Context: an optimization exercise on an open-source flow, tuned for small area. The choices shown serve that exercise and are no tape-out recipe. Function was checked by simulation only, so behaviour that the tests miss may differ from the original.

==> flow/design.v, too long to show whole: its modules and the start of the top module <==
// module xor_module: 11 lines
// module reg_module: 12 lines
// module reg_26bits: 11 lines
// module hpc3_and_module: 25 lines
// module aes_bp_graph_coloring: 1734 lines
// module gxor2: 1 lines
// module gxnor2: 1 lines
// module gand2: 1 lines
// module gnand2: 1 lines
// module ginv: 1 lines
module aes_bp_graph_coloring (
  input           clk,
  input  [7:0] share0_in,
  input  [7:0] share1_in,
  input  [51:0] rand_bit_share0,
  input  [51:0] rand_bit_share1,
  output [7:0] o_share0,
  output [7:0] o_share1
);
  // ...
==> flow/flow/run.sh <==
#!/bin/bash
set -euo pipefail
bash standard.sh "BUFFER_PORTS_ARGS=-buffer_cell sky130_fd_sc_hd__buf_1" "CTS_ARGS=-sink_clustering_enable -repair_clock_nets -dont_use_dummy_load -buf_list sky130_fd_sc_hd__clkbuf_4 -sink_clustering_size 10 -sink_clustering_max_diameter 50" finish > standard_flow.log 2>&1
==> flow/standard.sh <==
#!/bin/bash
# synth_recipe.tcl (not shown) runs the flow's synth.tcl, then flattens the netlist and writes it again
# the make line also repeats each setting of config.mk as NAME=value (left out here)
make -C /OpenROAD-flow-scripts/flow DESIGN_CONFIG=/design/flow/config.mk WORK_HOME=/design/flow/orfs CLKGATE_MAP_FILE= SYNTH_SCRIPT=/design/flow/synth_recipe.tcl "${@:-finish}"
==> flow/config.mk <==
export PLATFORM = sky130hd
export DESIGN_NAME = aes_bp_graph_coloring
export DESIGN_NICKNAME = aes_bp_graph_coloring
export VERILOG_FILES = /design/flow/design.v
export SDC_FILE = /design/flow/constraint.sdc
export NUM_CORES = 4
export LEC_CHECK = 0
export CAP_MARGIN = 20
export CORE_MARGIN = 2
export CORE_UTILIZATION = 40
export SLEW_MARGIN = 20
export SYNTH_HIERARCHICAL = 1
==> flow/constraint.sdc <==
create_clock -name core_clock -period 5.0 [get_ports {clk}]
set_input_delay 1.0000 -clock core_clock [delete_from_list [all_inputs] [get_ports {clk}]]
set_output_delay 1.0000 -clock core_clock [all_outputs]
set_load 0.01 [all_outputs]
==> summary.txt, run 1 <==
Synth
  – Post-synthesis compound-gate area fraction: 0
  – Cells after Synth: 865
  – Simple-gate share of the synthesized area: 0.0523
  – Yosys cell types: 4
  – Synth Flop Type: dfxtp_1
  – Synthesis-stage register bit count: 255
  – Post-synthesis sequential area ratio: 0.523

Timing
  – Hold slack: 0.318 ns
  – Setup TNS: 0 ns
  – Fmax: 212 MHz
  – Final setup violation count: 0
  – Worst Tran Pin Value: 0.733 ns
  – Fin. Hold Viols: 0

Run status
  – Status: complete, no violations

Route
  – Vias per inst: 4.09
  – DRT Pass-1 Iters: 4

Final layout
  – # clk buffers: 30
  – Register area: 5110 um^2
  – # nets final: 1119
  – Inverters: 0
  – # diodes: 1

Placed design
  – Final GP Congestion: 0.844
  – HPWL Detailed: 14700 um

Global route
  – First-pass GRT wire length: 28600 um
  – GR Overflow Total: 0

Worst setup path
  – Worst setup path end: o_share0[6]

Die
  – Tap cell count: 324
  – Die Height: 160 um

Clock tree
  – CTS tree: yes
==> run 2, diff against run 1 <==
--- a/flow/design.v
+++ b/flow/design.v
@@ -785,6 +785,7 @@
   wire post4_0_x27;
   wire post4_0_x28;
   wire post4_0_x29;
+  wire post4_0_x30;
   wire x4_1_m44;
   wire m46_q1;
   wire m47_q1;
@@ -838,6 +839,7 @@
   wire post4_1_x27;
   wire post4_1_x28;
   wire post4_1_x29;
+  wire post4_1_x30;
   wire _g271;
   wire _g274;
   wire _g277;
@@ -852,59 +854,58 @@
   wire _g329;
   wire _g332;
   wire _g335;
-  wire _g561;
-  wire _g562;
-  wire _g565;
-  wire _g566;
-  wire _g569;
-  wire _g570;
-  wire _g573;
-  wire _g574;
-  wire _g577;
-  wire _g578;
-  wire _g581;
-  wire _g582;
-  wire _g585;
-  wire _g586;
-  wire _g589;
-  wire _g590;
-  wire _g593;
-  wire _g594;
-  wire _g597;
-  wire _g598;
-  wire _g601;
-  wire _g602;
-  wire _g605;
-  wire _g606;
-  wire _g609;
-  wire _g610;
-  wire _g613;
-  wire _g614;
-  wire _g617;
-  wire _g618;
+  wire _g563;
+  wire _g564;
+  wire _g567;
+  wire _g568;
+  wire _g571;
+  wire _g572;
+  wire _g575;
+  wire _g576;
+  wire _g579;
+  wire _g580;
+  wire _g583;
+  wire _g584;
+  wire _g587;
+  wire _g588;
+  wire _g591;
+  wire _g592;
+  wire _g595;
+  wire _g596;
+  wire _g599;
+  wire _g600;
+  wire _g603;
+  wire _g604;
+  wire _g607;
+  wire _g608;
+  wire _g611;
+  wire _g612;
+  wire _g615;
+  wire _g616;
+  wire _g619;
   wire _g620;
-  wire _g623;
-  wire _g624;
+  wire _g622;
+  wire _g625;
   wire _g626;
-  wire _g629;
-  wire _g630;
+  wire _g628;
+  wire _g631;
   wire _g632;
-  wire _g635;
-  wire _g636;
+  wire _g634;
+  wire _g637;
   wire _g638;
-  wire _g641;
-  wire _g642;
+  wire _g640;
+  wire _g643;
   wire _g644;
-  wire _g647;
-  wire _g648;
+  wire _g646;
+  wire _g649;
   wire _g650;
-  wire _g653;
-  wire _g654;
+  wire _g652;
+  wire _g655;
   wire _g656;
-  wire _g659;
-  wire _g660;
+  wire _g658;
+  wire _g661;
   wire _g662;
-  wire _g665;
+  wire _g664;
   wire _g667;
   wire _g669;
   wire _g671;
@@ -920,6 +921,7 @@
   wire _g691;
   wire _g693;
   wire _g695;
+  wire _g697;
   gxor2 u1 (.a(rand_bit_share0[9]), .b(rand_bit_share0[35]), .z(c0_9));
   gxor2 u2 (.a(rand_bit_share0[14]), .b(rand_bit_share0[40]), .z(c0_14));
   gxor2 u3 (.a(rand_bit_share0[17]), .b(rand_bit_share0[43]), .z(c0_17));
@@ -936,16 +938,16 @@
   gxor2 u14 (.a(rand_bit_share0[6]), .b(rand_bit_share0[32]), .z(c0_6));
   gxor2 u15 (.a(rand_bit_share0[7]), .b(rand_bit_share0[33]), .z(c0_7));
   gxor2 u16 (.a(rand_bit_share0[8]), .b(rand_bit_share0[34]), .z(c0_8));
-  gxor2 u17 (.a(c0_3), .b(c0_6), .z(rr1_x0));
-  gxor2 u18 (.a(c0_0), .b(c0_6), .z(rr1_x1));
-  gxor2 u19 (.a(c0_2), .b(rr1_x1), .z(rr1_x2));
-  gxor2 u20 (.a(c0_4), .b(rr1_x0), .z(rr1_x3));
-  gxor2 u21 (.a(c0_8), .b(rr1_x2), .z(rr1_x4));
-  gxor2 u22 (.a(c0_7), .b(rr1_x1), .z(rr1_x5));
-  gxor2 u23 (.a(c0_8), .b(rr1_x0), .z(rr1_x6));
-  gxor2 u24 (.a(c0_7), .b(rr1_x3), .z(rr1_x7));
-  gxor2 u25 (.a(c0_1), .b(rr1_x5), .z(rr1_x8));
-  gxor2 u26 (.a(c0_5), .b(rr1_x6), .z(rr1_x9));
+  gxor2 u17 (.a(c0_6), .b(c0_7), .z(rr1_x0));
+  gxor2 u18 (.a(c0_6), .b(c0_8), .z(rr1_x1));
+  gxor2 u19 (.a(c0_0), .b(c0_1), .z(rr1_x2));
+  gxor2 u20 (.a(c0_0), .b(c0_2), .z(rr1_x3));
+  gxor2 u21 (.a(rr1_x1), .b(rr1_x3), .z(rr1_x4));
+  gxor2 u22 (.a(c0_3), .b(c0_5), .z(rr1_x5));
+  gxor2 u23 (.a(c0_3), .b(c0_4), .z(rr1_x6));
+  gxor2 u24 (.a(rr1_x1), .b(rr1_x5), .z(rr1_x7));
+  gxor2 u25 (.a(rr1_x0), .b(rr1_x6), .z(rr1_x8));
+  gxor2 u26 (.a(rr1_x0), .b(rr1_x2), .z(rr1_x9));
   gxor2 u27 (.a(rand_bit_share0[15]), .b(rand_bit_share0[41]), .z(c0_15));
   gxor2 u28 (.a(rand_bit_share0[16]), .b(rand_bit_share0[42]), .z(c0_16));
   gxor2 u29 (.a(rand_bit_share0[18]), .b(rand_bit_share0[44]), .z(c0_18));
@@ -957,25 +959,25 @@
   gxor2 u35 (.a(rand_bit_share0[24]), .b(rand_bit_share0[50]), .z(c0_24));
   gxor2 u36 (.a(rand_bit_share0[25]), .b(rand_bit_share0[51]), .z(c0_25));
   gxor2 u37 (.a(c0_21), .b(c0_23), .z(rc_x0));
-  gxor2 u38 (.a(c0_20), .b(rc_x0), .z(rc_x1));
-  gxor2 u39 (.a(c0_16), .b(c0_22), .z(rc_x2));
-  gxor2 u40 (.a(c0_24), .b(rc_x1), .z(rc_x3));
-  gxor2 u41 (.a(c0_14), .b(rc_x2), .z(rc_x4));
+  gxor2 u38 (.a(c0_16), .b(c0_22), .z(rc_x1));
+  gxor2 u39 (.a(c0_20), .b(rc_x0), .z(rc_x2));
+  gxor2 u40 (.a(c0_24), .b(rc_x2), .z(rc_x3));
+  gxor2 u41 (.a(c0_14), .b(rc_x1), .z(rc_x4));
   gxor2 u42 (.a(c0_15), .b(rc_x3), .z(rc_x5));
   gxor2 u43 (.a(c0_18), .b(rc_x4), .z(rc_x6));
-  gxor2 u44 (.a(c0_25), .b(rc_x5), .z(rc_x7));
-  gxor2 u45 (.a(rc_x4), .b(rc_x5), .z(rc_x8));
-  gxor2 u46 (.a(c0_19), .b(rc_x6), .z(rc_x9));
-  gxor2 u47 (.a(rc_x1), .b(rc_x9), .z(rc_x10));
-  gxor2 u48 (.a(c0_17), .b(rc_x7), .z(rc_x11));
-  gxor2 u49 (.a(c0_14), .b(rc_x11), .z(rc_x12));
-  gxor2 u50 (.a(rc_x9), .b(rc_x11), .z(rc_x13));
-  gxor2 u51 (.a(c0_19), .b(rc_x2), .z(rc_x14));
-  gxor2 u52 (.a(rc_x5), .b(rc_x14), .z(rc_x15));
-  gxor2 u53 (.a(c0_17), .b(rc_x3), .z(rc_x16));
-  gxor2 u54 (.a(rc_x14), .b(rc_x16), .z(rc_x17));
-  gxor2 u55 (.a(c0_20), .b(rc_x6), .z(rc_x18));
-  gxor2 u56 (.a(rc_x16), .b(rc_x18), .z(rc_x19));
+  gxor2 u44 (.a(rc_x4), .b(rc_x5), .z(rc_x7));
+  gxor2 u45 (.a(c0_19), .b(rc_x1), .z(rc_x8));
+  gxor2 u46 (.a(rc_x5), .b(rc_x8), .z(rc_x9));
+  gxor2 u47 (.a(c0_17), .b(rc_x3), .z(rc_x10));
+  gxor2 u48 (.a(rc_x8), .b(rc_x10), .z(rc_x11));
+  gxor2 u49 (.a(rc_x6), .b(rc_x10), .z(rc_x12));
+  gxor2 u50 (.a(c0_20), .b(rc_x12), .z(rc_x13));
+  gxor2 u51 (.a(c0_15), .b(c0_25), .z(rc_x14));
+  gxor2 u52 (.a(c0_19), .b(rc_x6), .z(rc_x15));
+  gxor2 u53 (.a(rc_x2), .b(rc_x15), .z(rc_x16));
+  gxor2 u54 (.a(rc_x10), .b(rc_x14), .z(rc_x17));
+  gxor2 u55 (.a(c0_14), .b(rc_x17), .z(rc_x18));
+  gxor2 u56 (.a(rc_x15), .b(rc_x17), .z(rc_x19));
   gxor2 u57 (.a(rc3_d3), .b(rc6_d3), .z(r4_x0));
   gxor2 u58 (.a(rc0_d3), .b(r4_x0), .z(r4_x1));
   gxor2 u59 (.a(share0_in[0]), .b(rand_bit_share0[2]), .z(a0d0_x0));
@@ -1109,16 +1111,16 @@
   gnand2 u187 (.a(a0d0_x4), .b(a0d0_x20), .z(m11_p0));
   gnand2 u188 (.a(a0d0_x2), .b(a0d0_x31), .z(m12_p0));
   gnand2 u189 (.a(a0d0_x3), .b(a0d0_x24), .z(m14_p0));
-  gxor2 u190 (.a(m6_p0), .b(m11_p0), .z(pre1_0_x0));
-  gxor2 u191 (.a(m1_p0), .b(m11_p0), .z(pre1_0_x1));
-  gxor2 u192 (.a(m4_p0), .b(pre1_0_x1), .z(pre1_0_x2));
-  gxor2 u193 (.a(m7_p0), .b(pre1_0_x0), .z(pre1_0_x3));
-  gxor2 u194 (.a(m14_p0), .b(pre1_0_x2), .z(pre1_0_x4));
-  gxor2 u195 (.a(m12_p0), .b(pre1_0_x1), .z(pre1_0_x5));
-  gxor2 u196 (.a(m14_p0), .b(pre1_0_x0), .z(pre1_0_x6));
-  gxor2 u197 (.a(m12_p0), .b(pre1_0_x3), .z(pre1_0_x7));
-  gxor2 u198 (.a(m2_p0), .b(pre1_0_x5), .z(pre1_0_x8));
-  gxor2 u199 (.a(m9_p0), .b(pre1_0_x6), .z(pre1_0_x9));
+  gxor2 u190 (.a(m11_p0), .b(m12_p0), .z(pre1_0_x0));
+  gxor2 u191 (.a(m11_p0), .b(m14_p0), .z(pre1_0_x1));
+  gxor2 u192 (.a(m1_p0), .b(m2_p0), .z(pre1_0_x2));
+  gxor2 u193 (.a(m1_p0), .b(m4_p0), .z(pre1_0_x3));
+  gxor2 u194 (.a(pre1_0_x1), .b(pre1_0_x3), .z(pre1_0_x4));
+  gxor2 u195 (.a(m6_p0), .b(m9_p0), .z(pre1_0_x5));
+  gxor2 u196 (.a(m6_p0), .b(m7_p0), .z(pre1_0_x6));
+  gxor2 u197 (.a(pre1_0_x1), .b(pre1_0_x5), .z(pre1_0_x7));
+  gxor2 u198 (.a(pre1_0_x0), .b(pre1_0_x6), .z(pre1_0_x8));
+  gxor2 u199 (.a(pre1_0_x0), .b(pre1_0_x2), .z(pre1_0_x9));
   gnand2 u200 (.a(a1d0_x5), .b(a1d0_x9), .z(m1_p1));
   gnand2 u201 (.a(a1d0_x16), .b(a1d0_x27), .z(m2_p1));
   gnand2 u202 (.a(a1d0_x13), .b(a1d0_x0), .z(m4_p1));
@@ -1128,16 +1130,16 @@
   gnand2 u206 (.a(a1d0_x4), .b(a1d0_x20), .z(m11_p1));
   gnand2 u207 (.a(a1d0_x2), .b(a1d0_x31), .z(m12_p1));
   gnand2 u208 (.a(a1d0_x3), .b(a1d0_x24), .z(m14_p1));
-  gxor2 u209 (.a(m6_p1), .b(m11_p1), .z(pre1_1_x0));
-  gxor2 u210 (.a(m1_p1), .b(m11_p1), .z(pre1_1_x1));
-  gxor2 u211 (.a(m4_p1), .b(pre1_1_x1), .z(pre1_1_x2));
-  gxor2 u212 (.a(m7_p1), .b(pre1_1_x0), .z(pre1_1_x3));
-  gxor2 u213 (.a(m14_p1), .b(pre1_1_x2), .z(pre1_1_x4));
-  gxor2 u214 (.a(m12_p1), .b(pre1_1_x1), .z(pre1_1_x5));
-  gxor2 u215 (.a(m14_p1), .b(pre1_1_x0), .z(pre1_1_x6));
-  gxor2 u216 (.a(m12_p1), .b(pre1_1_x3), .z(pre1_1_x7));
-  gxor2 u217 (.a(m2_p1), .b(pre1_1_x5), .z(pre1_1_x8));
-  gxor2 u218 (.a(m9_p1), .b(pre1_1_x6), .z(pre1_1_x9));
+  gxor2 u209 (.a(m11_p1), .b(m12_p1), .z(pre1_1_x0));
+  gxor2 u210 (.a(m11_p1), .b(m14_p1), .z(pre1_1_x1));
+  gxor2 u211 (.a(m1_p1), .b(m2_p1), .z(pre1_1_x2));
+  gxor2 u212 (.a(m1_p1), .b(m4_p1), .z(pre1_1_x3));
+  gxor2 u213 (.a(pre1_1_x1), .b(pre1_1_x3), .z(pre1_1_x4));
+  gxor2 u214 (.a(m6_p1), .b(m9_p1), .z(pre1_1_x5));
+  gxor2 u215 (.a(m6_p1), .b(m7_p1), .z(pre1_1_x6));
+  gxor2 u216 (.a(pre1_1_x1), .b(pre1_1_x5), .z(pre1_1_x7));
+  gxor2 u217 (.a(pre1_1_x0), .b(pre1_1_x6), .z(pre1_1_x8));
+  gxor2 u218 (.a(pre1_1_x0), .b(pre1_1_x2), .z(pre1_1_x9));
   gnand2 u219 (.a(a0d1_x4), .b(m1_t3_0), .z(m1_q0));
   gnand2 u220 (.a(a0d1_x3), .b(m2_t3_0), .z(m2_q0));
   gnand2 u221 (.a(a0d1_x2), .b(m4_t3_0), .z(m4_q0));
@@ -1147,20 +1149,20 @@
   gnand2 u225 (.a(b0_d1_t1), .b(m11_t3_0), .z(m11_q0));
   gnand2 u226 (.a(b0_d1_t4), .b(m12_t3_0), .z(m12_q0));
   gnand2 u227 (.a(a0d1_x1), .b(m14_t3_0), .z(m14_q0));
-  gxor2 u228 (.a(m6_q0), .b(m11_q0), .z(post1_0_x0));
-  gxor2 u229 (.a(m1_q0), .b(m11_q0), .z(post1_0_x1));
-  gxor2 u230 (.a(m4_q0), .b(post1_0_x1), .z(post1_0_x2));
-  gxor2 u231 (.a(m7_q0), .b(post1_0_x0), .z(post1_0_x3));
-  gxor2 u232 (.a(m14_q0), .b(post1_0_x2), .z(post1_0_x4));
-  gxor2 u233 (.a(m12_q0), .b(post1_0_x1), .z(post1_0_x5));
-  gxor2 u234 (.a(m14_q0), .b(post1_0_x0), .z(post1_0_x6));
-  gxor2 u235 (.a(m12_q0), .b(post1_0_x3), .z(post1_0_x7));
-  gxor2 u236 (.a(m2_q0), .b(post1_0_x5), .z(post1_0_x8));
-  gxor2 u237 (.a(m9_q0), .b(post1_0_x6), .z(post1_0_x9));
-  gxor2 u238 (.a(Tm20_0), .b(post1_0_x8), .z(m20_v0));
+  gxor2 u228 (.a(m11_q0), .b(m12_q0), .z(post1_0_x0));
+  gxor2 u229 (.a(m11_q0), .b(m14_q0), .z(post1_0_x1));
+  gxor2 u230 (.a(m1_q0), .b(m2_q0), .z(post1_0_x2));
+  gxor2 u231 (.a(m1_q0), .b(m4_q0), .z(post1_0_x3));
+  gxor2 u232 (.a(post1_0_x1), .b(post1_0_x3), .z(post1_0_x4));
+  gxor2 u233 (.a(m6_q0), .b(m9_q0), .z(post1_0_x5));
+  gxor2 u234 (.a(m6_q0), .b(m7_q0), .z(post1_0_x6));
+  gxor2 u235 (.a(post1_0_x1), .b(post1_0_x5), .z(post1_0_x7));
+  gxor2 u236 (.a(post1_0_x0), .b(post1_0_x6), .z(post1_0_x8));
+  gxor2 u237 (.a(post1_0_x0), .b(post1_0_x2), .z(post1_0_x9));
+  gxor2 u238 (.a(Tm20_0), .b(post1_0_x9), .z(m20_v0));
   gxor2 u239 (.a(Tm21_0), .b(post1_0_x4), .z(m21_v0));
-  gxor2 u240 (.a(Tm22_0), .b(post1_0_x7), .z(m22_v0));
-  gxor2 u241 (.a(Tm23_0), .b(post1_0_x9), .z(m23_v0));
+  gxor2 u240 (.a(Tm22_0), .b(post1_0_x8), .z(m22_v0));
+  gxor2 u241 (.a(Tm23_0), .b(post1_0_x7), .z(m23_v0));
   gnand2 u242 (.a(a1d1_x4), .b(m1_t3_1), .z(m1_q1));
   gnand2 u243 (.a(a1d1_x3), .b(m2_t3_1), .z(m2_q1));
   gnand2 u244 (.a(a1d1_x2), .b(m4_t3_1), .z(m4_q1));
@@ -1170,20 +1172,20 @@
   gnand2 u248 (.a(b1_d1_t1), .b(m11_t3_1), .z(m11_q1));
   gnand2 u249 (.a(b1_d1_t4), .b(m12_t3_1), .z(m12_q1));
   gnand2 u250 (.a(a1d1_x1), .b(m14_t3_1), .z(m14_q1));
-  gxor2 u251 (.a(m6_q1), .b(m11_q1), .z(post1_1_x0));
-  gxor2 u252 (.a(m1_q1), .b(m11_q1), .z(post1_1_x1));
-  gxor2 u253 (.a(m4_q1), .b(post1_1_x1), .z(post1_1_x2));
-  gxor2 u254 (.a(m7_q1), .b(post1_1_x0), .z(post1_1_x3));
-  gxor2 u255 (.a(m14_q1), .b(post1_1_x2), .z(post1_1_x4));
-  gxor2 u256 (.a(m12_q1), .b(post1_1_x1), .z(post1_1_x5));
-  gxor2 u257 (.a(m14_q1), .b(post1_1_x0), .z(post1_1_x6));
-  gxor2 u258 (.a(m12_q1), .b(post1_1_x3), .z(post1_1_x7));
-  gxor2 u259 (.a(m2_q1), .b(post1_1_x5), .z(post1_1_x8));
-  gxor2 u260 (.a(m9_q1), .b(post1_1_x6), .z(post1_1_x9));
-  gxor2 u261 (.a(Tm20_1), .b(post1_1_x8), .z(m20_v1));
+  gxor2 u251 (.a(m11_q1), .b(m12_q1), .z(post1_1_x0));
+  gxor2 u252 (.a(m11_q1), .b(m14_q1), .z(post1_1_x1));
+  gxor2 u253 (.a(m1_q1), .b(m2_q1), .z(post1_1_x2));
+  gxor2 u254 (.a(m1_q1), .b(m4_q1), .z(post1_1_x3));
+  gxor2 u255 (.a(post1_1_x1), .b(post1_1_x3), .z(post1_1_x4));
+  gxor2 u256 (.a(m6_q1), .b(m9_q1), .z(post1_1_x5));
+  gxor2 u257 (.a(m6_q1), .b(m7_q1), .z(post1_1_x6));
+  gxor2 u258 (.a(post1_1_x1), .b(post1_1_x5), .z(post1_1_x7));
+  gxor2 u259 (.a(post1_1_x0), .b(post1_1_x6), .z(post1_1_x8));
+  gxor2 u260 (.a(post1_1_x0), .b(post1_1_x2), .z(post1_1_x9));
+  gxor2 u261 (.a(Tm20_1), .b(post1_1_x9), .z(m20_v1));
   gxor2 u262 (.a(Tm21_1), .b(post1_1_x4), .z(m21_v1));
-  gxor2 u263 (.a(Tm22_1), .b(post1_1_x7), .z(m22_v1));
-  gxor2 u264 (.a(Tm23_1), .b(post1_1_x9), .z(m23_v1));
+  gxor2 u263 (.a(Tm22_1), .b(post1_1_x8), .z(m22_v1));
+  gxor2 u264 (.a(Tm23_1), .b(post1_1_x7), .z(m23_v1));
   gxor2 u265 (.a(m20_v1), .b(ra9_d1), .z(m25_w0));
   gxor2 u266 (.a(m20_v0), .b(ra9_d1), .z(m25_w1));
   gxor2 u267 (.a(m23_v1), .b(ra14_d1), .z(m31_w0));
@@ -1369,171 +1371,173 @@
   gnand2 u461 (.a(x4_0_m41), .b(m63_t3_0), .z(m63_q0));
   gxor2 u462 (.a(m61_q0), .b(m62_q0), .z(post4_0_x0));
   gxor2 u463 (.a(m56_q0), .b(post4_0_x0), .z(post4_0_x1));
-  gxor2 u464 (.a(m55_q0), .b(post4_0_x1), .z(post4_0_x2));
-  gxor2 u465 (.a(m46_q0), .b(m48_q0), .z(post4_0_x3));
-  gxor2 u466 (.a(m50_q0), .b(m53_q0), .z(post4_0_x4));
+  gxor2 u464 (.a(m50_q0), .b(post4_0_x1), .z(post4_0_x2));
+  gxor2 u465 (.a(m46_q0), .b(m49_q0), .z(post4_0_x3));
+  gxor2 u466 (.a(m47_q0), .b(m55_q0), .z(post4_0_x4));
   gxor2 u467 (.a(m54_q0), .b(m58_q0), .z(post4_0_x5));
-  gxor2 u468 (.a(m47_q0), .b(post4_0_x2), .z(post4_0_x6));
-  gxor2 u469 (.a(post4_0_x4), .b(post4_0_x5), .z(post4_0_x7));
-  gxor2 u470 (.a(m50_q0), .b(post4_0_x6), .z(post4_0_x8));
-  gxor2 u471 (.a(m51_q0), .b(m59_q0), .z(post4_0_x9));
-  gxor2 u472 (.a(m49_q0), .b(post4_0_x3), .z(post4_0_x10));
-  gxor2 u473 (.a(post4_0_x0), .b(post4_0_x9), .z(post4_0_x11));
-  gxor2 u474 (.a(m52_q0), .b(m60_q0), .z(post4_0_x12));
-  gxor2 u475 (.a(post4_0_x7), .b(post4_0_x11), .z(post4_0_x13));
-  gxor2 u476 (.a(m48_q0), .b(post4_0_x8), .z(post4_0_x14));
-  gxor2 u477 (.a(m51_q0), .b(post4_0_x14), .z(post4_0_x15));
-  gxor2 u478 (.a(post4_0_x10), .b(post4_0_x14), .z(post4_0_x16));
-  gxor2 u479 (.a(m52_q0), .b(post4_0_x4), .z(post4_0_x17));
-  gxor2 u480 (.a(m49_q0), .b(post4_0_x17), .z(post4_0_x18));
-  gxor2 u481 (.a(post4_0_x2), .b(post4_0_x18), .z(post4_0_x19));
-  gxor2 u482 (.a(post4_0_x16), .b(post4_0_x18), .z(post4_0_x20));
-  gxor2 u483 (.a(m58_q0), .b(post4_0_x10), .z(post4_0_x21));
-  gxor2 u484 (.a(post4_0_x11), .b(post4_0_x21), .z(post4_0_x22));
-  gxor2 u485 (.a(m57_q0), .b(post4_0_x1), .z(post4_0_x23));
-  gxor2 u486 (.a(m60_q0), .b(post4_0_x10), .z(post4_0_x24));
-  gxor2 u487 (.a(post4_0_x7), .b(post4_0_x24), .z(post4_0_x25));
-  gxor2 u488 (.a(post4_0_x23), .b(post4_0_x25), .z(post4_0_x26));
-  gxor2 u489 (.a(m61_q0), .b(post4_0_x18), .z(post4_0_x27));
-  gxor2 u490 (.a(m63_q0), .b(post4_0_x27), .z(post4_0_x28));
-  gxor2 u491 (.a(post4_0_x25), .b(post4_0_x28), .z(post4_0_x29));
-  gxnor2 u492 (.a(T0_0), .b(post4_0_x22), .z(o_share0[0]));
-  gxnor2 u493 (.a(T1_0), .b(post4_0_x13), .z(o_share0[1]));
-  gxor2 u494 (.a(T2_0), .b(post4_0_x26), .z(o_share0[2]));
-  gxor2 u495 (.a(T3_0), .b(post4_0_x15), .z(o_share0[3]));
-  gxor2 u496 (.a(T4_0), .b(post4_0_x16), .z(o_share0[4]));
-  gxnor2 u497 (.a(T5_0), .b(post4_0_x29), .z(o_share0[5]));
-  gxnor2 u498 (.a(T6_0), .b(post4_0_x20), .z(o_share0[6]));
-  gxor2 u499 (.a(T7_0), .b(post4_0_x19), .z(o_share0[7]));
-  gxor2 u500 (.a(m39_r4_1), .b(m40_r4_1), .z(x4_1_m44));
-  gnand2 u501 (.a(x4_1_m44), .b(m46_t3_1), .z(m46_q1));
-  gnand2 u502 (.a(m40_r4_1), .b(m47_t3_1), .z(m47_q1));
-  gnand2 u503 (.a(m39_r4_1), .b(m48_t3_1), .z(m48_q1));
-  gxor2 u504 (.a(m37_r4_1), .b(m38_r4_1), .z(x4_1_m43));
-  gnand2 u505 (.a(x4_1_m43), .b(m49_t3_1), .z(m49_q1));
-  gnand2 u506 (.a(m38_r4_1), .b(m50_t3_1), .z(m50_q1));
-  gnand2 u507 (.a(m37_r4_1), .b(m51_t3_1), .z(m51_q1));
-  gxor2 u508 (.a(m37_r4_1), .b(m39_r4_1), .z(x4_1_m42));
-  gnand2 u509 (.a(x4_1_m42), .b(m52_t3_1), .z(m52_q1));
-  gxor2 u510 (.a(m38_r4_1), .b(m40_r4_1), .z(x4_1_m41));
-  gxor2 u511 (.a(x4_1_m42), .b(x4_1_m41), .z(x4_1_m45));
-  gnand2 u512 (.a(x4_1_m45), .b(m53_t3_1), .z(m53_q1));
-  gnand2 u513 (.a(x4_1_m41), .b(m54_t3_1), .z(m54_q1));
-  gnand2 u514 (.a(x4_1_m44), .b(m55_t3_1), .z(m55_q1));
-  gnand2 u515 (.a(m40_r4_1), .b(m56_t3_1), .z(m56_q1));
-  gnand2 u516 (.a(m39_r4_1), .b(m57_t3_1), .z(m57_q1));
-  gnand2 u517 (.a(x4_1_m43), .b(m58_t3_1), .z(m58_q1));
-  gnand2 u518 (.a(m38_r4_1), .b(m59_t3_1), .z(m59_q1));
-  gnand2 u519 (.a(m37_r4_1), .b(m60_t3_1), .z(m60_q1));
-  gnand2 u520 (.a(x4_1_m42), .b(m61_t3_1), .z(m61_q1));
-  gnand2 u521 (.a(x4_1_m45), .b(m62_t3_1), .z(m62_q1));
-  gnand2 u522 (.a(x4_1_m41), .b(m63_t3_1), .z(m63_q1));
-  gxor2 u523 (.a(m61_q1), .b(m62_q1), .z(post4_1_x0));
-  gxor2 u524 (.a(m56_q1), .b(post4_1_x0), .z(post4_1_x1));
-  gxor2 u525 (.a(m55_q1), .b(post4_1_x1), .z(post4_1_x2));
-  gxor2 u526 (.a(m46_q1), .b(m48_q1), .z(post4_1_x3));
-  gxor2 u527 (.a(m50_q1), .b(m53_q1), .z(post4_1_x4));
-  gxor2 u528 (.a(m54_q1), .b(m58_q1), .z(post4_1_x5));
-  gxor2 u529 (.a(m47_q1), .b(post4_1_x2), .z(post4_1_x6));
-  gxor2 u530 (.a(post4_1_x4), .b(post4_1_x5), .z(post4_1_x7));
-  gxor2 u531 (.a(m50_q1), .b(post4_1_x6), .z(post4_1_x8));
-  gxor2 u532 (.a(m51_q1), .b(m59_q1), .z(post4_1_x9));
-  gxor2 u533 (.a(m49_q1), .b(post4_1_x3), .z(post4_1_x10));
-  gxor2 u534 (.a(post4_1_x0), .b(post4_1_x9), .z(post4_1_x11));
-  gxor2 u535 (.a(m52_q1), .b(m60_q1), .z(post4_1_x12));
-  gxor2 u536 (.a(post4_1_x7), .b(post4_1_x11), .z(post4_1_x13));
-  gxor2 u537 (.a(m48_q1), .b(post4_1_x8), .z(post4_1_x14));
-  gxor2 u538 (.a(m51_q1), .b(post4_1_x14), .z(post4_1_x15));
-  gxor2 u539 (.a(post4_1_x10), .b(post4_1_x14), .z(post4_1_x16));
-  gxor2 u540 (.a(m52_q1), .b(post4_1_x4), .z(post4_1_x17));
-  gxor2 u541 (.a(m49_q1), .b(post4_1_x17), .z(post4_1_x18));
-  gxor2 u542 (.a(post4_1_x2), .b(post4_1_x18), .z(post4_1_x19));
-  gxor2 u543 (.a(post4_1_x16), .b(post4_1_x18), .z(post4_1_x20));
-  gxor2 u544 (.a(m58_q1), .b(post4_1_x10), .z(post4_1_x21));
-  gxor2 u545 (.a(post4_1_x11), .b(post4_1_x21), .z(post4_1_x22));
-  gxor2 u546 (.a(m57_q1), .b(post4_1_x1), .z(post4_1_x23));
-  gxor2 u547 (.a(m60_q1), .b(post4_1_x10), .z(post4_1_x24));
-  gxor2 u548 (.a(post4_1_x7), .b(post4_1_x24), .z(post4_1_x25));
-  gxor2 u549 (.a(post4_1_x23), .b(post4_1_x25), .z(post4_1_x26));
-  gxor2 u550 (.a(m61_q1), .b(post4_1_x18), .z(post4_1_x27));
-  gxor2 u551 (.a(m63_q1), .b(post4_1_x27), .z(post4_1_x28));
-  gxor2 u552 (.a(post4_1_x25), .b(post4_1_x28), .z(post4_1_x29));
-  gxor2 u553 (.a(T0_1), .b(post4_1_x22), .z(o_share1[0]));
-  gxor2 u554 (.a(T1_1), .b(post4_1_x13), .z(o_share1[1]));
-  gxor2 u555 (.a(T2_1), .b(post4_1_x26), .z(o_share1[2]));
-  gxor2 u556 (.a(T3_1), .b(post4_1_x15), .z(o_share1[3]));
-  gxor2 u557 (.a(T4_1), .b(post4_1_x16), .z(o_share1[4]));
-  gxor2 u558 (.a(T5_1), .b(post4_1_x29), .z(o_share1[5]));
-  gxor2 u559 (.a(T6_1), .b(post4_1_x20), .z(o_share1[6]));
-  gxor2 u560 (.a(T7_1), .b(post4_1_x19), .z(o_share1[7]));
-  gxor2 u563 (.a(a0d0_x8), .b(pre1_0_x8), .z(_g562));
-  gxor2 u564 (.a(_g562), .b(rr1_x8), .z(_g561));
-  gxor2 u567 (.a(a0d0_x25), .b(pre1_0_x4), .z(_g566));
-  gxor2 u568 (.a(_g566), .b(rr1_x4), .z(_g565));
-  gxor2 u571 (.a(a0d0_x22), .b(pre1_0_x7), .z(_g570));
-  gxor2 u572 (.a(_g570), .b(rr1_x7), .z(_g569));
-  gxor2 u575 (.a(a0d0_x21), .b(pre1_0_x9), .z(_g574));
-  gxor2 u576 (.a(_g574), .b(rr1_x9), .z(_g573));
-  gxor2 u579 (.a(a1d0_x8), .b(pre1_1_x8), .z(_g578));
-  gxor2 u580 (.a(_g578), .b(rr1_x8), .z(_g577));
-  gxor2 u583 (.a(a1d0_x25), .b(pre1_1_x4), .z(_g582));
-  gxor2 u584 (.a(_g582), .b(rr1_x4), .z(_g581));
-  gxor2 u587 (.a(a1d0_x22), .b(pre1_1_x7), .z(_g586));
-  gxor2 u588 (.a(_g586), .b(rr1_x7), .z(_g585));
-  gxor2 u591 (.a(a1d0_x21), .b(pre1_1_x9), .z(_g590));
-  gxor2 u592 (.a(_g590), .b(rr1_x9), .z(_g589));
-  gnand2 u595 (.a(m22_v0), .b(m25_w1), .z(_g594));
-  gxnor2 u596 (.a(_g594), .b(c9_d1), .z(_g593));
-  gnand2 u599 (.a(m20_v0), .b(m31_w1), .z(_g598));
-  gxnor2 u600 (.a(_g598), .b(c14_d1), .z(_g597));
-  gnand2 u603 (.a(m21_v0), .b(m34_w1), .z(_g602));
-  gxnor2 u604 (.a(_g602), .b(c17_d1), .z(_g601));
-  gnand2 u607 (.a(m22_v1), .b(m25_w0), .z(_g606));
-  gxnor2 u608 (.a(_g606), .b(c9_d1), .z(_g605));
-  gnand2 u611 (.a(m20_v1), .b(m31_w0), .z(_g610));
-  gxnor2 u612 (.a(_g610), .b(c14_d1), .z(_g609));
-  gnand2 u615 (.a(m21_v1), .b(m34_w0), .z(_g614));
-  gxnor2 u616 (.a(_g614), .b(c17_d1), .z(_g613));
-  gnand2 u619 (.a(post2_0_m28), .b(m29_w1), .z(_g618));
-  gxor2 u621 (.a(m21_r2_0), .b(_g618), .z(_g620));
-  gxnor2 u622 (.a(_g620), .b(c10_d2), .z(_g617));
-  gnand2 u625 (.a(post2_0_m27), .b(m32_w1), .z(_g624));
-  gxor2 u627 (.a(post2_0_m33), .b(_g624), .z(_g626));
-  gxor2 u628 (.a(_g626), .b(c12_d2), .z(_g623));
-  gnand2 u631 (.a(post2_0_m26), .b(m30_w1), .z(_g630));
-  gxor2 u633 (.a(m23_r2_0), .b(_g630), .z(_g632));
-  gxnor2 u634 (.a(_g632), .b(c11_d2), .z(_g629));
-  gnand2 u637 (.a(post2_0_m24), .b(m35_w1), .z(_g636));
-  gxor2 u639 (.a(post2_0_m36), .b(_g636), .z(_g638));
-  gxor2 u640 (.a(_g638), .b(c13_d2), .z(_g635));
-  gnand2 u643 (.a(post2_1_m28), .b(m29_w0), .z(_g642));
-  gxor2 u645 (.a(m21_r2_1), .b(_g642), .z(_g644));
-  gxnor2 u646 (.a(_g644), .b(c10_d2), .z(_g641));
-  gnand2 u649 (.a(post2_1_m27), .b(m32_w0), .z(_g648));
-  gxor2 u651 (.a(post2_1_m33), .b(_g648), .z(_g650));
-  gxor2 u652 (.a(_g650), .b(c12_d2), .z(_g647));
-  gnand2 u655 (.a(post2_1_m26), .b(m30_w0), .z(_g654));
-  gxor2 u657 (.a(m23_r2_1), .b(_g654), .z(_g656));
-  gxnor2 u658 (.a(_g656), .b(c11_d2), .z(_g653));
-  gnand2 u661 (.a(post2_1_m24), .b(m35_w0), .z(_g660));
-  gxor2 u663 (.a(post2_1_m36), .b(_g660), .z(_g662));
-  gxor2 u664 (.a(_g662), .b(c13_d2), .z(_g659));
-  gxor2 u666 (.a(pre4_0_x22), .b(rc0_d3), .z(_g665));
-  gxor2 u668 (.a(pre4_0_x13), .b(rc1_d3), .z(_g667));
-  gxor2 u670 (.a(pre4_0_x26), .b(rc2_d3), .z(_g669));
-  gxor2 u672 (.a(pre4_0_x15), .b(rc3_d3), .z(_g671));
-  gxor2 u674 (.a(pre4_0_x16), .b(rc4_d3), .z(_g673));
-  gxor2 u676 (.a(pre4_0_x29), .b(rc5_d3), .z(_g675));
-  gxor2 u678 (.a(pre4_0_x20), .b(rc6_d3), .z(_g677));
-  gxor2 u680 (.a(pre4_0_x19), .b(r4_x1), .z(_g679));
-  gxor2 u682 (.a(pre4_1_x22), .b(rc0_d3), .z(_g681));
-  gxor2 u684 (.a(pre4_1_x13), .b(rc1_d3), .z(_g683));
-  gxor2 u686 (.a(pre4_1_x26), .b(rc2_d3), .z(_g685));
-  gxor2 u688 (.a(pre4_1_x15), .b(rc3_d3), .z(_g687));
-  gxor2 u690 (.a(pre4_1_x16), .b(rc4_d3), .z(_g689));
-  gxor2 u692 (.a(pre4_1_x29), .b(rc5_d3), .z(_g691));
-  gxor2 u694 (.a(pre4_1_x20), .b(rc6_d3), .z(_g693));
-  gxor2 u696 (.a(pre4_1_x19), .b(r4_x1), .z(_g695));
+  gxor2 u468 (.a(m53_q0), .b(post4_0_x5), .z(post4_0_x6));
+  gxor2 u469 (.a(m48_q0), .b(m51_q0), .z(post4_0_x7));
+  gxor2 u470 (.a(m46_q0), .b(m52_q0), .z(post4_0_x8));
+  gxor2 u471 (.a(m48_q0), .b(m60_q0), .z(post4_0_x9));
+  gxor2 u472 (.a(post4_0_x2), .b(post4_0_x3), .z(post4_0_x10));
+  gxor2 u473 (.a(post4_0_x4), .b(post4_0_x10), .z(post4_0_x11));
+  gxor2 u474 (.a(post4_0_x3), .b(post4_0_x7), .z(post4_0_x12));
+  gxor2 u475 (.a(post4_0_x11), .b(post4_0_x12), .z(post4_0_x13));
+  gxor2 u476 (.a(m53_q0), .b(post4_0_x8), .z(post4_0_x14));
+  gxor2 u477 (.a(m59_q0), .b(post4_0_x0), .z(post4_0_x15));
+  gxor2 u478 (.a(post4_0_x6), .b(post4_0_x9), .z(post4_0_x16));
+  gxor2 u479 (.a(m57_q0), .b(post4_0_x10), .z(post4_0_x17));
+  gxor2 u480 (.a(post4_0_x16), .b(post4_0_x17), .z(post4_0_x18));
+  gxor2 u481 (.a(m58_q0), .b(post4_0_x12), .z(post4_0_x19));
+  gxor2 u482 (.a(post4_0_x15), .b(post4_0_x19), .z(post4_0_x20));
+  gxor2 u483 (.a(post4_0_x1), .b(post4_0_x4), .z(post4_0_x21));
+  gxor2 u484 (.a(post4_0_x14), .b(post4_0_x21), .z(post4_0_x22));
+  gxor2 u485 (.a(post4_0_x10), .b(post4_0_x14), .z(post4_0_x23));
+  gxor2 u486 (.a(m55_q0), .b(post4_0_x23), .z(post4_0_x24));
+  gxor2 u487 (.a(post4_0_x14), .b(post4_0_x16), .z(post4_0_x25));
+  gxor2 u488 (.a(m61_q0), .b(post4_0_x25), .z(post4_0_x26));
+  gxor2 u489 (.a(m63_q0), .b(post4_0_x26), .z(post4_0_x27));
+  gxor2 u490 (.a(m50_q0), .b(m51_q0), .z(post4_0_x28));
+  gxor2 u491 (.a(post4_0_x15), .b(post4_0_x28), .z(post4_0_x29));
+  gxor2 u492 (.a(post4_0_x6), .b(post4_0_x29), .z(post4_0_x30));
+  gxnor2 u493 (.a(T0_0), .b(post4_0_x20), .z(o_share0[0]));
+  gxnor2 u494 (.a(T1_0), .b(post4_0_x30), .z(o_share0[1]));
+  gxor2 u495 (.a(T2_0), .b(post4_0_x18), .z(o_share0[2]));
+  gxor2 u496 (.a(T3_0), .b(post4_0_x13), .z(o_share0[3]));
+  gxor2 u497 (.a(T4_0), .b(post4_0_x11), .z(o_share0[4]));
+  gxnor2 u498 (.a(T5_0), .b(post4_0_x27), .z(o_share0[5]));
+  gxnor2 u499 (.a(T6_0), .b(post4_0_x22), .z(o_share0[6]));
+  gxor2 u500 (.a(T7_0), .b(post4_0_x24), .z(o_share0[7]));
+  gxor2 u501 (.a(m39_r4_1), .b(m40_r4_1), .z(x4_1_m44));
+  gnand2 u502 (.a(x4_1_m44), .b(m46_t3_1), .z(m46_q1));
+  gnand2 u503 (.a(m40_r4_1), .b(m47_t3_1), .z(m47_q1));
+  gnand2 u504 (.a(m39_r4_1), .b(m48_t3_1), .z(m48_q1));
+  gxor2 u505 (.a(m37_r4_1), .b(m38_r4_1), .z(x4_1_m43));
+  gnand2 u506 (.a(x4_1_m43), .b(m49_t3_1), .z(m49_q1));
+  gnand2 u507 (.a(m38_r4_1), .b(m50_t3_1), .z(m50_q1));
+  gnand2 u508 (.a(m37_r4_1), .b(m51_t3_1), .z(m51_q1));
+  gxor2 u509 (.a(m37_r4_1), .b(m39_r4_1), .z(x4_1_m42));
+  gnand2 u510 (.a(x4_1_m42), .b(m52_t3_1), .z(m52_q1));
+  gxor2 u511 (.a(m38_r4_1), .b(m40_r4_1), .z(x4_1_m41));
+  gxor2 u512 (.a(x4_1_m42), .b(x4_1_m41), .z(x4_1_m45));
+  gnand2 u513 (.a(x4_1_m45), .b(m53_t3_1), .z(m53_q1));
+  gnand2 u514 (.a(x4_1_m41), .b(m54_t3_1), .z(m54_q1));
+  gnand2 u515 (.a(x4_1_m44), .b(m55_t3_1), .z(m55_q1));
+  gnand2 u516 (.a(m40_r4_1), .b(m56_t3_1), .z(m56_q1));
+  gnand2 u517 (.a(m39_r4_1), .b(m57_t3_1), .z(m57_q1));
+  gnand2 u518 (.a(x4_1_m43), .b(m58_t3_1), .z(m58_q1));
+  gnand2 u519 (.a(m38_r4_1), .b(m59_t3_1), .z(m59_q1));
+  gnand2 u520 (.a(m37_r4_1), .b(m60_t3_1), .z(m60_q1));
+  gnand2 u521 (.a(x4_1_m42), .b(m61_t3_1), .z(m61_q1));
+  gnand2 u522 (.a(x4_1_m45), .b(m62_t3_1), .z(m62_q1));
+  gnand2 u523 (.a(x4_1_m41), .b(m63_t3_1), .z(m63_q1));
+  gxor2 u524 (.a(m61_q1), .b(m62_q1), .z(post4_1_x0));
+  gxor2 u525 (.a(m56_q1), .b(post4_1_x0), .z(post4_1_x1));
+  gxor2 u526 (.a(m50_q1), .b(post4_1_x1), .z(post4_1_x2));
+  gxor2 u527 (.a(m46_q1), .b(m49_q1), .z(post4_1_x3));
+  gxor2 u528 (.a(m47_q1), .b(m55_q1), .z(post4_1_x4));
+  gxor2 u529 (.a(m54_q1), .b(m58_q1), .z(post4_1_x5));
+  gxor2 u530 (.a(m53_q1), .b(post4_1_x5), .z(post4_1_x6));
+  gxor2 u531 (.a(m48_q1), .b(m51_q1), .z(post4_1_x7));
+  gxor2 u532 (.a(m46_q1), .b(m52_q1), .z(post4_1_x8));
+  gxor2 u533 (.a(m48_q1), .b(m60_q1), .z(post4_1_x9));
+  gxor2 u534 (.a(post4_1_x2), .b(post4_1_x3), .z(post4_1_x10));
+  gxor2 u535 (.a(post4_1_x4), .b(post4_1_x10), .z(post4_1_x11));
+  gxor2 u536 (.a(post4_1_x3), .b(post4_1_x7), .z(post4_1_x12));
+  gxor2 u537 (.a(post4_1_x11), .b(post4_1_x12), .z(post4_1_x13));
+  gxor2 u538 (.a(m53_q1), .b(post4_1_x8), .z(post4_1_x14));
+  gxor2 u539 (.a(m59_q1), .b(post4_1_x0), .z(post4_1_x15));
+  gxor2 u540 (.a(post4_1_x6), .b(post4_1_x9), .z(post4_1_x16));
+  gxor2 u541 (.a(m57_q1), .b(post4_1_x10), .z(post4_1_x17));
+  gxor2 u542 (.a(post4_1_x16), .b(post4_1_x17), .z(post4_1_x18));
+  gxor2 u543 (.a(m58_q1), .b(post4_1_x12), .z(post4_1_x19));
+  gxor2 u544 (.a(post4_1_x15), .b(post4_1_x19), .z(post4_1_x20));
+  gxor2 u545 (.a(post4_1_x1), .b(post4_1_x4), .z(post4_1_x21));
+  gxor2 u546 (.a(post4_1_x14), .b(post4_1_x21), .z(post4_1_x22));
+  gxor2 u547 (.a(post4_1_x10), .b(post4_1_x14), .z(post4_1_x23));
+  gxor2 u548 (.a(m55_q1), .b(post4_1_x23), .z(post4_1_x24));
+  gxor2 u549 (.a(post4_1_x14), .b(post4_1_x16), .z(post4_1_x25));
+  gxor2 u550 (.a(m61_q1), .b(post4_1_x25), .z(post4_1_x26));
+  gxor2 u551 (.a(m63_q1), .b(post4_1_x26), .z(post4_1_x27));
+  gxor2 u552 (.a(m50_q1), .b(m51_q1), .z(post4_1_x28));
+  gxor2 u553 (.a(post4_1_x15), .b(post4_1_x28), .z(post4_1_x29));
+  gxor2 u554 (.a(post4_1_x6), .b(post4_1_x29), .z(post4_1_x30));
+  gxor2 u555 (.a(T0_1), .b(post4_1_x20), .z(o_share1[0]));
+  gxor2 u556 (.a(T1_1), .b(post4_1_x30), .z(o_share1[1]));
+  gxor2 u557 (.a(T2_1), .b(post4_1_x18), .z(o_share1[2]));
+  gxor2 u558 (.a(T3_1), .b(post4_1_x13), .z(o_share1[3]));
+  gxor2 u559 (.a(T4_1), .b(post4_1_x11), .z(o_share1[4]));
+  gxor2 u560 (.a(T5_1), .b(post4_1_x27), .z(o_share1[5]));
+  gxor2 u561 (.a(T6_1), .b(post4_1_x22), .z(o_share1[6]));
+  gxor2 u562 (.a(T7_1), .b(post4_1_x24), .z(o_share1[7]));
+  gxor2 u565 (.a(a0d0_x8), .b(pre1_0_x9), .z(_g564));
+  gxor2 u566 (.a(_g564), .b(rr1_x9), .z(_g563));
+  gxor2 u569 (.a(a0d0_x25), .b(pre1_0_x4), .z(_g568));
+  gxor2 u570 (.a(_g568), .b(rr1_x4), .z(_g567));
+  gxor2 u573 (.a(a0d0_x22), .b(pre1_0_x8), .z(_g572));
+  gxor2 u574 (.a(_g572), .b(rr1_x8), .z(_g571));
+  gxor2 u577 (.a(a0d0_x21), .b(pre1_0_x7), .z(_g576));
+  gxor2 u578 (.a(_g576), .b(rr1_x7), .z(_g575));
+  gxor2 u581 (.a(a1d0_x8), .b(pre1_1_x9), .z(_g580));
+  gxor2 u582 (.a(_g580), .b(rr1_x9), .z(_g579));
+  gxor2 u585 (.a(a1d0_x25), .b(pre1_1_x4), .z(_g584));
+  gxor2 u586 (.a(_g584), .b(rr1_x4), .z(_g583));
+  gxor2 u589 (.a(a1d0_x22), .b(pre1_1_x8), .z(_g588));
+  gxor2 u590 (.a(_g588), .b(rr1_x8), .z(_g587));
+  gxor2 u593 (.a(a1d0_x21), .b(pre1_1_x7), .z(_g592));
+  gxor2 u594 (.a(_g592), .b(rr1_x7), .z(_g591));
+  gnand2 u597 (.a(m22_v0), .b(m25_w1), .z(_g596));
+  gxnor2 u598 (.a(_g596), .b(c9_d1), .z(_g595));
+  gnand2 u601 (.a(m20_v0), .b(m31_w1), .z(_g600));
+  gxnor2 u602 (.a(_g600), .b(c14_d1), .z(_g599));
+  gnand2 u605 (.a(m21_v0), .b(m34_w1), .z(_g604));
+  gxnor2 u606 (.a(_g604), .b(c17_d1), .z(_g603));
+  gnand2 u609 (.a(m22_v1), .b(m25_w0), .z(_g608));
+  gxnor2 u610 (.a(_g608), .b(c9_d1), .z(_g607));
+  gnand2 u613 (.a(m20_v1), .b(m31_w0), .z(_g612));
+  gxnor2 u614 (.a(_g612), .b(c14_d1), .z(_g611));
+  gnand2 u617 (.a(m21_v1), .b(m34_w0), .z(_g616));
+  gxnor2 u618 (.a(_g616), .b(c17_d1), .z(_g615));
+  gnand2 u621 (.a(post2_0_m28), .b(m29_w1), .z(_g620));
+  gxor2 u623 (.a(m21_r2_0), .b(_g620), .z(_g622));
+  gxnor2 u624 (.a(_g622), .b(c10_d2), .z(_g619));
+  gnand2 u627 (.a(post2_0_m27), .b(m32_w1), .z(_g626));
+  gxor2 u629 (.a(post2_0_m33), .b(_g626), .z(_g628));
+  gxor2 u630 (.a(_g628), .b(c12_d2), .z(_g625));
+  gnand2 u633 (.a(post2_0_m26), .b(m30_w1), .z(_g632));
+  gxor2 u635 (.a(m23_r2_0), .b(_g632), .z(_g634));
+  gxnor2 u636 (.a(_g634), .b(c11_d2), .z(_g631));
+  gnand2 u639 (.a(post2_0_m24), .b(m35_w1), .z(_g638));
+  gxor2 u641 (.a(post2_0_m36), .b(_g638), .z(_g640));
+  gxor2 u642 (.a(_g640), .b(c13_d2), .z(_g637));
+  gnand2 u645 (.a(post2_1_m28), .b(m29_w0), .z(_g644));
+  gxor2 u647 (.a(m21_r2_1), .b(_g644), .z(_g646));
+  gxnor2 u648 (.a(_g646), .b(c10_d2), .z(_g643));
+  gnand2 u651 (.a(post2_1_m27), .b(m32_w0), .z(_g650));
+  gxor2 u653 (.a(post2_1_m33), .b(_g650), .z(_g652));
+  gxor2 u654 (.a(_g652), .b(c12_d2), .z(_g649));
+  gnand2 u657 (.a(post2_1_m26), .b(m30_w0), .z(_g656));
+  gxor2 u659 (.a(m23_r2_1), .b(_g656), .z(_g658));
+  gxnor2 u660 (.a(_g658), .b(c11_d2), .z(_g655));
+  gnand2 u663 (.a(post2_1_m24), .b(m35_w0), .z(_g662));
+  gxor2 u665 (.a(post2_1_m36), .b(_g662), .z(_g664));
+  gxor2 u666 (.a(_g664), .b(c13_d2), .z(_g661));
+  gxor2 u668 (.a(pre4_0_x22), .b(rc0_d3), .z(_g667));
+  gxor2 u670 (.a(pre4_0_x13), .b(rc1_d3), .z(_g669));
+  gxor2 u672 (.a(pre4_0_x26), .b(rc2_d3), .z(_g671));
+  gxor2 u674 (.a(pre4_0_x15), .b(rc3_d3), .z(_g673));
+  gxor2 u676 (.a(pre4_0_x16), .b(rc4_d3), .z(_g675));
+  gxor2 u678 (.a(pre4_0_x29), .b(rc5_d3), .z(_g677));
+  gxor2 u680 (.a(pre4_0_x20), .b(rc6_d3), .z(_g679));
+  gxor2 u682 (.a(pre4_0_x19), .b(r4_x1), .z(_g681));
+  gxor2 u684 (.a(pre4_1_x22), .b(rc0_d3), .z(_g683));
+  gxor2 u686 (.a(pre4_1_x13), .b(rc1_d3), .z(_g685));
+  gxor2 u688 (.a(pre4_1_x26), .b(rc2_d3), .z(_g687));
+  gxor2 u690 (.a(pre4_1_x15), .b(rc3_d3), .z(_g689));
+  gxor2 u692 (.a(pre4_1_x16), .b(rc4_d3), .z(_g691));
+  gxor2 u694 (.a(pre4_1_x29), .b(rc5_d3), .z(_g693));
+  gxor2 u696 (.a(pre4_1_x20), .b(rc6_d3), .z(_g695));
+  gxor2 u698 (.a(pre4_1_x19), .b(r4_x1), .z(_g697));
   always @(posedge clk) begin
     ra9_d1 <= rand_bit_share0[9];
     ra10_d1 <= rand_bit_share0[10];
@@ -1591,25 +1595,25 @@
     c12_d2 <= c12_d1;
     c13_d1 <= c0_13;
     c13_d2 <= c13_d1;
-    rc0_d1 <= rc_x19;
+    rc0_d1 <= rc_x13;
     rc0_d2 <= rc0_d1;
     rc0_d3 <= rc0_d2;
-    rc1_d1 <= rc_x15;
+    rc1_d1 <= rc_x9;
     rc1_d2 <= rc1_d1;
     rc1_d3 <= rc1_d2;
-    rc2_d1 <= rc_x13;
+    rc2_d1 <= rc_x19;
     rc2_d2 <= rc2_d1;
     rc2_d3 <= rc2_d2;
-    rc3_d1 <= rc_x17;
+    rc3_d1 <= rc_x11;
     rc3_d2 <= rc3_d1;
     rc3_d3 <= rc3_d2;
-    rc4_d1 <= rc_x10;
+    rc4_d1 <= rc_x16;
     rc4_d2 <= rc4_d1;
     rc4_d3 <= rc4_d2;
-    rc5_d1 <= rc_x12;
+    rc5_d1 <= rc_x18;
     rc5_d2 <= rc5_d1;
     rc5_d3 <= rc5_d2;
-    rc6_d1 <= rc_x8;
+    rc6_d1 <= rc_x7;
     rc6_d2 <= rc6_d1;
     rc6_d3 <= rc6_d2;
     b0_d1_t9 <= a0d0_x11;
@@ -1678,30 +1682,30 @@
     m12_t3_1 <= a0d0_x31;
     m14_t3_0 <= a1d0_x24;
     m14_t3_1 <= a0d0_x24;
-    Tm20_0 <= _g561;
-    Tm21_0 <= _g565;
-    Tm22_0 <= _g569;
-    Tm23_0 <= _g573;
-    Tm20_1 <= _g577;
-    Tm21_1 <= _g581;
-    Tm22_1 <= _g585;
-    Tm23_1 <= _g589;
+    Tm20_0 <= _g563;
+    Tm21_0 <= _g567;
+    Tm22_0 <= _g571;
+    Tm23_0 <= _g575;
+    Tm20_1 <= _g579;
+    Tm21_1 <= _g583;
+    Tm22_1 <= _g587;
+    Tm23_1 <= _g591;
     m25_t3_0 <= m25_w0;
     m25_t3_1 <= m25_w1;
     m31_t3_0 <= m31_w0;
     m31_t3_1 <= m31_w1;
     m34_t3_0 <= m34_w0;
     m34_t3_1 <= m34_w1;
-    m25_t01_0 <= _g593;
-    m31_t01_0 <= _g597;
-    m34_t01_0 <= _g601;
+    m25_t01_0 <= _g595;
+    m31_t01_0 <= _g599;
+    m34_t01_0 <= _g603;
     m20_r2_0 <= m20_v0;
     m21_r2_0 <= m21_v0;
     m22_r2_0 <= m22_v0;
     m23_r2_0 <= m23_v0;
-    m25_t01_1 <= _g605;
-    m31_t01_1 <= _g609;
-    m34_t01_1 <= _g613;
+    m25_t01_1 <= _g607;
+    m31_t01_1 <= _g611;
+    m34_t01_1 <= _g615;
     m20_r2_1 <= m20_v1;
     m21_r2_1 <= m21_v1;
     m22_r2_1 <= m22_v1;
@@ -1718,18 +1722,18 @@
     m30_xc_0 <= post2_0_m26;
     m32_xc_0 <= post2_0_m27;
     m35_xc_0 <= post2_0_m24;
-    Tm37_0 <= _g617;
-    Tm38_0 <= _g623;
-    Tm39_0 <= _g629;
-    Tm40_0 <= _g635;
+    Tm37_0 <= _g619;
+    Tm38_0 <= _g625;
+    Tm39_0 <= _g631;
+    Tm40_0 <= _g637;
     m29_xc_1 <= post2_1_m28;
     m30_xc_1 <= post2_1_m26;
     m32_xc_1 <= post2_1_m27;
     m35_xc_1 <= post2_1_m24;
-    Tm37_1 <= _g641;
-    Tm38_1 <= _g647;
-    Tm39_1 <= _g653;
-    Tm40_1 <= _g659;
+    Tm37_1 <= _g643;
+    Tm38_1 <= _g649;
+    Tm39_1 <= _g655;
+    Tm40_1 <= _g661;
     m46_t3_0 <= a1d3_x14;
     m46_t3_1 <= a0d3_x14;
     m47_t3_0 <= a1d3_x3;
@@ -1766,26 +1770,26 @@
     m62_t3_1 <= a0d3_x19;
     m63_t3_0 <= a1d3_x8;
     m63_t3_1 <= a0d3_x8;
-    T0_0 <= _g665;
-    T1_0 <= _g667;
-    T2_0 <= _g669;
-    T3_0 <= _g671;
-    T4_0 <= _g673;
-    T5_0 <= _g675;
-    T6_0 <= _g677;
-    T7_0 <= _g679;
+    T0_0 <= _g667;
+    T1_0 <= _g669;
+    T2_0 <= _g671;
+    T3_0 <= _g673;
+    T4_0 <= _g675;
+    T5_0 <= _g677;
+    T6_0 <= _g679;
+    T7_0 <= _g681;
     m37_r4_0 <= m37_v0;
     m38_r4_0 <= m38_v0;
     m39_r4_0 <= m39_v0;
     m40_r4_0 <= m40_v0;
-    T0_1 <= _g681;
-    T1_1 <= _g683;
-    T2_1 <= _g685;
-    T3_1 <= _g687;
-    T4_1 <= _g689;
-    T5_1 <= _g691;
-    T6_1 <= _g693;
-    T7_1 <= _g695;
+    T0_1 <= _g683;
+    T1_1 <= _g685;
+    T2_1 <= _g687;
+    T3_1 <= _g689;
+    T4_1 <= _g691;
+    T5_1 <= _g693;
+    T6_1 <= _g695;
+    T7_1 <= _g697;
     m37_r4_1 <= m37_v1;
     m38_r4_1 <= m38_v1;
     m39_r4_1 <= m39_v1;
==> run 2 against run 1 <==
Effect of this change:
- sequential cell count unchanged
- register-to-register slack worse by 0.06 ns
- fmax up 2.5%
- critical path depth down 2
- first-iteration DRC count down 7.7%
- critical path type unchanged
- via count up 0.31%
- core utilization down 0.52 points
- setup slack better by 0.11 ns
- wire length up 2.4%
- non-clock buffer count down 10
==> summary.txt, run 2 <==
Die
  – Die Height: 161 um (+0.17%)
  – Die ar.: 25800 um^2
  – Boundary Pins: 137
  – Die Width: 161 um
  – Initial core utilization: 0.405
  – Rows: 57
  – Core ar.: 24200 um^2

Final layout
  – Leading cell type in the layout, fill and taps excluded: xor2_1
  – Layout area overhead: 10.2%
  – Register area: 5100 um^2 (-0.20%)
  – Fin area: 10800 um^2
  – Layout cells sized above 1: 0.0374
  – Area taken by multi-input logic gates: 4700 um^2
  – Final core occ: 0.447
  – # nets final: 1113 (-0.54%)
  – Most frequent cells in the layout: xor2_1, dfxtp_1, nand2_1, buf_1
  – Filler cells: 2292

Worst hold path
  – Hold Crit Class: flop to flop

Route
  – Vias per inst: 4.12 (+0.77%)
  – DRT Wirelength: 18200 um
  – Antenna Nets Post-Route: 0
  – DRC Markers: 0
  – DRT Pass-1 Iters: 4 (unchanged)
  – Drt initial violations: 191
  – Via count: 5424
  – Wire per inst: 13.9 um

Worst setup path
  – Worst EP arrival: 3.60 ns
  – Worst path required time: 4.00 ns
  – Max FO, Critical Path: 4
  – CP Class: flop to primary output
  – Crit. End Element: primary output
  – Critical Path Source Type: flop

Synth
  – Post-synth top area share: 0.521
  – Synth Flop Type: dfxtp_1
  – Post-Syn Area: 9800 um^2
  – Area contributors post-synth: dfxtp_1, xor2_1, nand2_1
  – Mapped Nets: 990
  – Synth top cells by count: xor2_1, dfxtp_1, nand2_1, xnor2_1
  – Top-count cell post-synth: xor2_1
  – Cells after Synth: 869 (+0.46%)
  – Synth warn: 7
  – EDFF count, synth: 0
  – Post-synthesis sequential area ratio: 0.521 (-0.00187)
  – Yosys cell types: 4 (unchanged)
  – Synth area leader: dfxtp_1
  – Syn avg cell area: 11.3 um^2
  – Synthesis-stage register bit count: 255 (unchanged)
  – Ys async rst share: 0

Timing
  – Final min period: 4.60 ns
  – RSZ-0062 raised after global routing: no
  – Setup TNS: 0 ns (unchanged)
  – Rel. slew slack: 0.523
  – Final setup violation count: 0 (unchanged)
  – Layout Skew: 0.0789 ns
  – Fin. Hold Viols: 0 (unchanged)
  – Max-slew violations: 0
  – Worst Tran Pin Value: 0.713 ns (-0.0192 ns)
  – Fmax: 218 MHz (+2.5%)
  – Fin crit share: 0.919

Placed design
  – DP Area: 10600 um^2
  – I/O Buffers: 84
  – HPWL Detailed: 15000 um (+2.3%)
  – Final GP Congestion: 0.810 (-4.1%)

Global route
  – Total track usage: 0.145
  – Largest net degree at the start of global routing: 15
  – Initial antenna violation count: 1
  – GR Overflow Total: 0 (unchanged)
  – First-pass GRT wire length: 29300 um (+2.5%)
  – Vias in the first global route: 5689

Clock tree
  – Hold-fix buffers, CTS: 0
  – Post-CTS Repair Setup Buffers: 0
  – Cts bufs inserted: 30
  – Clock latency (worst-skew pair): 0.66 ns
  – Clk root buf: clkbuf_4
  – CTS tree: yes
  – CTS resizes: 0
  – CTS Buffer Depth: 3
  – H-tree levels: 1
  – Clock sink count: 255
  – Clock transition at the registers of the reported paths: 0.11 ns

Job
  – Maxcap violations: 0

Run status
  – Status: complete, no violations
## run 2: changes by cell type after synthesis
cell	change
xor2_1	+4
## run 2: layout make-up
class	count	share of cell area
clock buffer	30	0.0208
tap	324	0.0375
antenna	1	0.000232
timing repair buffer	91	0.0341
sequential	255	0.473
multi-input combinational	614	0.435
## run 2: stage by stage
| step | instances | hold WS [ns] | setup WS [ns] |
|---|---|---|---|
| after floorplan | 869 | 0.310 | 1.38 |
| after global placement | 1284 | 0.310 | 0.612 |
| after detailed placement | 1284 | 0.312 | 0.562 |
| after CTS | 1314 | 0.305 | 0.329 |
| after global routing | 1315 | 0.332 | 0.0480 |
| final | 1315 | 0.321 | 0.403 |
## run 2: critical path, stage by stage (launching register included)
cell	delay, ns
dfxtp_1	0.42
xor2_1	0.32
xor2_1	0.22
nand2_1	0.09
xor2_1	0.26
xor2_1	0.30
xor2_1	0.20
xor2_1	0.33
xor2_1	0.28
xor2_1	0.19
xor2_1	0.15
buf_1	0.16
## run 2: modules after synthesis (local to each module, per instance)
module                 cells  area, um^2  flip-flops and latches  times used
aes_bp_graph_coloring    255        5100                     255           1
gnand2                     1        3.75                       0         136
gxnor2                     1        8.76                       0          30
gxor2                      1        8.76                       0         448
## run 2: logic make-up (layout without fill, tap and decap cells)
logic type             Yosys count  in the layout  share of synthesized area
other                            0              1                          0
flip-flops                     255            255                      0.521
buffers and inverters            0            121                          0
XOR/XNOR                       478            478                      0.427
AND/OR/NAND/NOR                136            136                     0.0521
## run 2: final timing paths
| kind | start | to | slack, ns | depth (start not counted) |
|---|---|---|---|---|
| hold / removal | b0_d2_t6 | b0_d3_t6 | 0.32 | 0 |
| setup reg to reg | m30_xc_1 | T6_1 | 0.93 | 14 |
| setup / recovery | m39_r4_1 | o_share1[3] | 0.40 | 11 |
| hold reg to reg | b0_d2_t6 | b0_d3_t6 | 0.32 | 0 |
## run 2: per-layer routing
layer / track usage / share of wire
met2: 0.255 / 0.49
met3: 0.0227 / 0.045
met5: 0 / 0
met1: 0.182 / 0.44
met4: 0.0479 / 0.023

-- static timing again, ports no longer ideal --
The results above use ideal ports. As a check the final layouts listed here were re-extracted and re-timed, cells and wires unchanged.
Step 1: set_driving_cell puts a clkbuf_16 on clk and a buf_2 on each other input, an assumption about the parent block.
Step 2, shift: input delay + t, output delay - t, t = (earliest + latest rising clock arrival at the registers) / 2. This alone moves slack from input paths to output paths.
a / b / c = ideal ports / drivers / drivers and shift; a / b = the first two.
run	t, ns	slack for setup (ns)	pins driven straight from the clock port
run 1	0.680	0.288 / 0.250 / 0.513	1
run 2	0.667	0.403 / 0.360 / 0.642	1
After both steps every run listed still meets setup and hold.
